This design comes from an exercise in tuning for small area and a short achievable clock period on the open sky130 flow, not from production work.
Only simulation tests tie the RTL to the original design; equivalence was not proved.
No activity file was given, so power comes from the tool's default toggle rates.

==> run C <==
==> flow/design.v (excerpt) <==
module PPCPU (
    input Clk,
    input Clrn,
    output [31:0] imem_addr,
    input  [31:0] imem_data,
    output        dmem_we,
    output        dmem_re,
    output [31:0] dmem_addr,
    output [31:0] dmem_wdata,
    input  [31:0] dmem_rdata,
    output        wb_we,
    output [ 4:0] wb_rw,
    output [31:0] wb_data
);
  reg  [31:2] if_pc;
  reg  [31:0] if_inst;
  reg  [31:0] id_inst;
  reg  [3:0]  id_rsh, id_rth;
  reg  [7:0]  id_rsl, id_rtl;
  reg         stall_r;   
  reg         stall_rr;  
  reg  [31:0] ex_a, ex_b;
  reg  [15:0] ex_imm;
  reg         ex_immhi;
  reg  [31:2] ex_tgt;
  reg  [ 4:0] ex_rw;
  reg ex_regwr, ex_lw, ex_sw, ex_br, ex_j;
  reg ex_alusrc, ex_fma;
  reg ex_alusrc_h, ex_fma_h, ex_sum_h, ex_or_h, ex_tsel_h;
  reg ex_bm, ex_bmi, ex_bsr, ex_bm_h, ex_bmi_h, ex_br_h;
  reg ex_sub, ex_or, ex_slt, ex_sig, ex_ovc, ex_sum, ex_tsel;
  reg  [31:0] mem_alu, mem_sd;
  reg  [ 4:0] mem_rw;
  reg mem_regwr, mem_lw, mem_sw, mem_pcsrc, mem_ov;
  reg  [31:0] wr_data;
  reg  [ 4:0] wr_rw;
  reg         wr_we;
  wire [31:0] rf [1:31];
  wire flush = !Clrn | mem_pcsrc;
  wire [31:0] wrdata_n = mem_lw ? dmem_rdata : mem_alu;
  wire        mem_we_eff = mem_regwr & ~mem_ov;
  wire [5:0] op = id_inst[31:26];
  wire [5:0] fn = id_inst[5:0];
  wire [4:0] id_rs = id_inst[25:21];
  wire [4:0] id_rt = id_inst[20:16];
  wire [4:0] id_rd = id_inst[15:11];
  ...
==> flow/config.mk <==
export PLATFORM = sky130hd
export DESIGN_NAME = PPCPU
export DESIGN_NICKNAME = PPCPU
export VERILOG_FILES = /design/flow/design.v
export SDC_FILE = /design/flow/constraint.sdc
export NUM_CORES = 4
export LEC_CHECK = 0
export CAP_MARGIN = 5
export CORE_MARGIN = 2
export CORE_UTILIZATION = 55
export CTS_BUF_LIST = sky130_fd_sc_hd__clkbuf_16
export CTS_CLUSTER_DIAMETER = 100
export CTS_CLUSTER_SIZE = 24
export SLEW_MARGIN = 5
export SYNTH_HIERARCHICAL = 1
==> flow/constraint.sdc <==
create_clock -name core_clock -period 13.0 [get_ports {Clk}]
set_input_delay 2.6000 -clock core_clock [delete_from_list [all_inputs] [get_ports {Clk}]]
set_output_delay 2.6000 -clock core_clock [all_outputs]
set_load 0.01 [all_outputs]
standard.sh (not shown) runs the stock make flow with config.mk's settings and CLKGATE_MAP_FILE= SYNTH_SCRIPT=/design/flow/synth_recipe.tcl, a recipe that flattens the netlist after the stock synthesis.
==> flow/flow/run.sh <==
#!/bin/bash
# Layout flow: the standard ORFS flow (standard.sh, synthesis unchanged)
# with a setup-slack margin so that timing repair aims below the clock
# period, and plain buf_2 cells as the port buffers. The clock period and
# all constraints are the standard flow's own.
export SETUP_SLACK_MARGIN=9
export BUFFER_PORTS_ARGS="-buffer_cell sky130_fd_sc_hd__buf_2"
bash standard.sh > standard.log 2>&1
==> inputs of run E, as changes to run C <==
CAP_MARGIN = 20   (was 5)
CORE_UTILIZATION = 45   (was 55)
SLEW_MARGIN = 20   (was 5)
==> inputs of run K, as changes to run C <==
--- a/flow/design.v
+++ b/flow/design.v
@@ -1032,11 +1032,11 @@
   reg  [ 4:0] mem_rw;
   reg mem_regwr, mem_lw, mem_sw, mem_pcsrc, mem_ov;
   reg  [31:0] wr_data;
   reg  [ 4:0] wr_rw;
   reg         wr_we;
-  wire [31:0] rf [1:31];
+  reg  [31:0] rf [1:31];
   wire flush = !Clrn | mem_pcsrc;
   wire [31:0] wrdata_n = mem_lw ? dmem_rdata : mem_alu;
   wire        mem_we_eff = mem_regwr & ~mem_ov;
   wire [5:0] op = id_inst[31:26];
   wire [5:0] fn = id_inst[5:0];
@@ -1204,25 +1204,12 @@
     mem_rw  <= ex_rw;
     mem_sd  <= (mem_we_eff & (mem_rw == ex_rw) & (mem_rw != 5'd0)) ? wrdata_n : ex_b;
     wr_we   <= Clrn & mem_we_eff;
     wr_rw   <= mem_rw;
     wr_data <= wrdata_n;
+    if (wr_we && wr_rw != 5'd0) rf[wr_rw] <= wr_data;
   end
-  genvar gw, gwb;
-  generate
-    for (gw = 1; gw < 32; gw = gw + 1) begin : g_rf
-      reg  [31:0] row;
-      wire [31:0] row_n;
-      wire        we   = wr_we & (wr_rw == gw);
-      wire        we_n = ~we;
-      for (gwb = 0; gwb < 32; gwb = gwb + 1) begin : g_bit
-        pp_a22o u (.a1(we), .b1(wr_data[gwb]), .a2(we_n), .b2(row[gwb]), .y(row_n[gwb]));
-      end
-      always @(posedge Clk) row <= row_n;
-      assign rf[gw] = row;
-    end
-  endgenerate
   assign imem_addr  = {if_pc, 2'b00};
   assign dmem_we    = mem_sw;
   assign dmem_re    = mem_lw;
   assign dmem_addr  = mem_alu;
   assign dmem_wdata = mem_sd;
@@ -1266,8 +1253,5 @@
   assign y = a | b | c;
 endmodule
 module pp_xor2 (input a, b, output y);
   assign y = a ^ b;
 endmodule
-module pp_a22o (input a1, b1, a2, b2, output y);
-  assign y = (a1 & b1) | (a2 & b2);
-endmodule
CORE_UTILIZATION = 45   (was 55)
==> inputs of run Z, as changes to run C <==
--- a/flow/design.v
+++ b/flow/design.v
@@ -1032,11 +1032,11 @@
   reg  [ 4:0] mem_rw;
   reg mem_regwr, mem_lw, mem_sw, mem_pcsrc, mem_ov;
   reg  [31:0] wr_data;
   reg  [ 4:0] wr_rw;
   reg         wr_we;
-  wire [31:0] rf [1:31];
+  reg  [31:0] rf [1:31];
   wire flush = !Clrn | mem_pcsrc;
   wire [31:0] wrdata_n = mem_lw ? dmem_rdata : mem_alu;
   wire        mem_we_eff = mem_regwr & ~mem_ov;
   wire [5:0] op = id_inst[31:26];
   wire [5:0] fn = id_inst[5:0];
@@ -1204,25 +1204,12 @@
     mem_rw  <= ex_rw;
     mem_sd  <= (mem_we_eff & (mem_rw == ex_rw) & (mem_rw != 5'd0)) ? wrdata_n : ex_b;
     wr_we   <= Clrn & mem_we_eff;
     wr_rw   <= mem_rw;
     wr_data <= wrdata_n;
+    if (wr_we && wr_rw != 5'd0) rf[wr_rw] <= wr_data;
   end
-  genvar gw, gwb;
-  generate
-    for (gw = 1; gw < 32; gw = gw + 1) begin : g_rf
-      reg  [31:0] row;
-      wire [31:0] row_n;
-      wire        we   = wr_we & (wr_rw == gw);
-      wire        we_n = ~we;
-      for (gwb = 0; gwb < 32; gwb = gwb + 1) begin : g_bit
-        pp_a22o u (.a1(we), .b1(wr_data[gwb]), .a2(we_n), .b2(row[gwb]), .y(row_n[gwb]));
-      end
-      always @(posedge Clk) row <= row_n;
-      assign rf[gw] = row;
-    end
-  endgenerate
   assign imem_addr  = {if_pc, 2'b00};
   assign dmem_we    = mem_sw;
   assign dmem_re    = mem_lw;
   assign dmem_addr  = mem_alu;
   assign dmem_wdata = mem_sd;
@@ -1266,8 +1253,5 @@
   assign y = a | b | c;
 endmodule
 module pp_xor2 (input a, b, output y);
   assign y = a ^ b;
 endmodule
-module pp_a22o (input a1, b1, a2, b2, output y);
-  assign y = (a1 & b1) | (a2 & b2);
-endmodule
==> flow/flow/run.sh (replaced) <==
#!/bin/bash
# Layout flow: the standard ORFS flow (standard.sh, synthesis unchanged)
# with a setup-slack margin so that timing repair aims below the clock
# period, and plain buf_2 cells as the port buffers. The clock period and
# all constraints are the standard flow's own.
export SETUP_SLACK_MARGIN=9.5
export BUFFER_PORTS_ARGS="-buffer_cell sky130_fd_sc_hd__buf_2"
bash standard.sh > standard.log 2>&1
CAP_MARGIN = 20   (was 5)
CORE_UTILIZATION = 45   (was 55)
SLEW_MARGIN = 20   (was 5)
==> comparison table <==
item                                                              run C        run E       run Z        run K
Sequential-to-total area share from yosys stat                    0.509        0.509       0.679        0.679
Non-clock buffer share                                           0.0585       0.0609      0.0825       0.0561
Post-layout util                                                  0.622        0.516       0.537        0.517
Switching power as a share of total power                         0.278        0.282       0.311        0.310
Portion of total power attributed to sequential cells             0.584        0.573       0.502        0.547
Cell depth of the worst flop-to-flop path                            14           15          13           11
Final worst-path setup slack                                    8990 ps      9010 ps     9060 ps      9010 ps
Launch point of the critical path                           wr_data[19]  wr_data[11]  wr_data[0]  wr_data[27]
Final Instance Area                                          0.0610 mm2   0.0618 mm2  0.0654 mm2   0.0630 mm2
Final estimated routing congestion in global placement            0.977        0.979       0.946        0.948
Met3 layer wire length in the routed design                     39.9 mm      41.5 mm     34.5 mm      34.6 mm
Wire length the detailed router placed on met1                  89.4 mm      95.2 mm     82.5 mm      80.4 mm
Run status                             no timing/DRC/antenna violations  no timing/DRC/antenna violations  no timing/DRC/antenna violations  no timing/DRC/antenna violations
Grt met3 use                                                      0.184        0.175       0.117        0.112
Met2 track demand over resource                                   0.665        0.580       0.521        0.511
Count of flip-flops with a built-in enable after synthesis            0            0         992          992
Endpoint of the worst setup timing path                     wb_data[19]  wb_data[11]  wb_data[0]  wb_data[27]
Die ar.                                                       0.101 mm2    0.123 mm2   0.126 mm2    0.126 mm2
Number of global-route vias before repair                         47.1k        47.0k       41.0k        40.5k
Count of vias placed by the detailed router                       52.1k        52.1k       43.5k        43.0k
Inserted Clock Buffers                                               66           68          67           68
Average cell area after synthesis                              11.0 um2     11.0 um2    14.1 um2     14.1 um2
Internal reg-to-reg setup slack                                 9220 ps      9150 ps     9430 ps      9180 ps
Buffers & Inverters on Critical Path                                  1            2           2            2

-- afterwards: timing with drivers on the ports --
No port has a modelled driver above. Below, the same layouts with a new extraction and two added sets of constraints. Step 1 assumes that a clkbuf_16 drives the clock port and a buf_2 every other input. Step 2 moves the port delays by t, midway between the first and last clock arrival at a register: inputs arrive t later, outputs are due t later. That takes back most of the time a late clock gives input paths. a / b / c = ideal ports / drivers / drivers and shift; a / b = the first two.
| run | t (ns) | setup WS [ns] | slew at the worst register clock pin (ns) | cell pins on the clock port's net |
|---|---|---|---|---|
| run C | 0.754 | 8.988 / 8.907 / 8.566 | 0.10 / 0.10 | 1 |
| run E | 0.762 | 9.013 / 8.939 / 8.806 | 0.11 / 0.11 | 1 |
| run K | 0.746 | 9.013 / 8.941 / 8.627 | 0.11 / 0.11 | 1 |
| run Z | 0.758 | 9.060 / 8.983 / 8.999 | 0.11 / 0.11 | 1 |
After both steps setup and hold are still met in every run listed. The setup slack of run C, which loses most, moves by -0.081 ns with the drivers and by -0.422 ns with both steps.
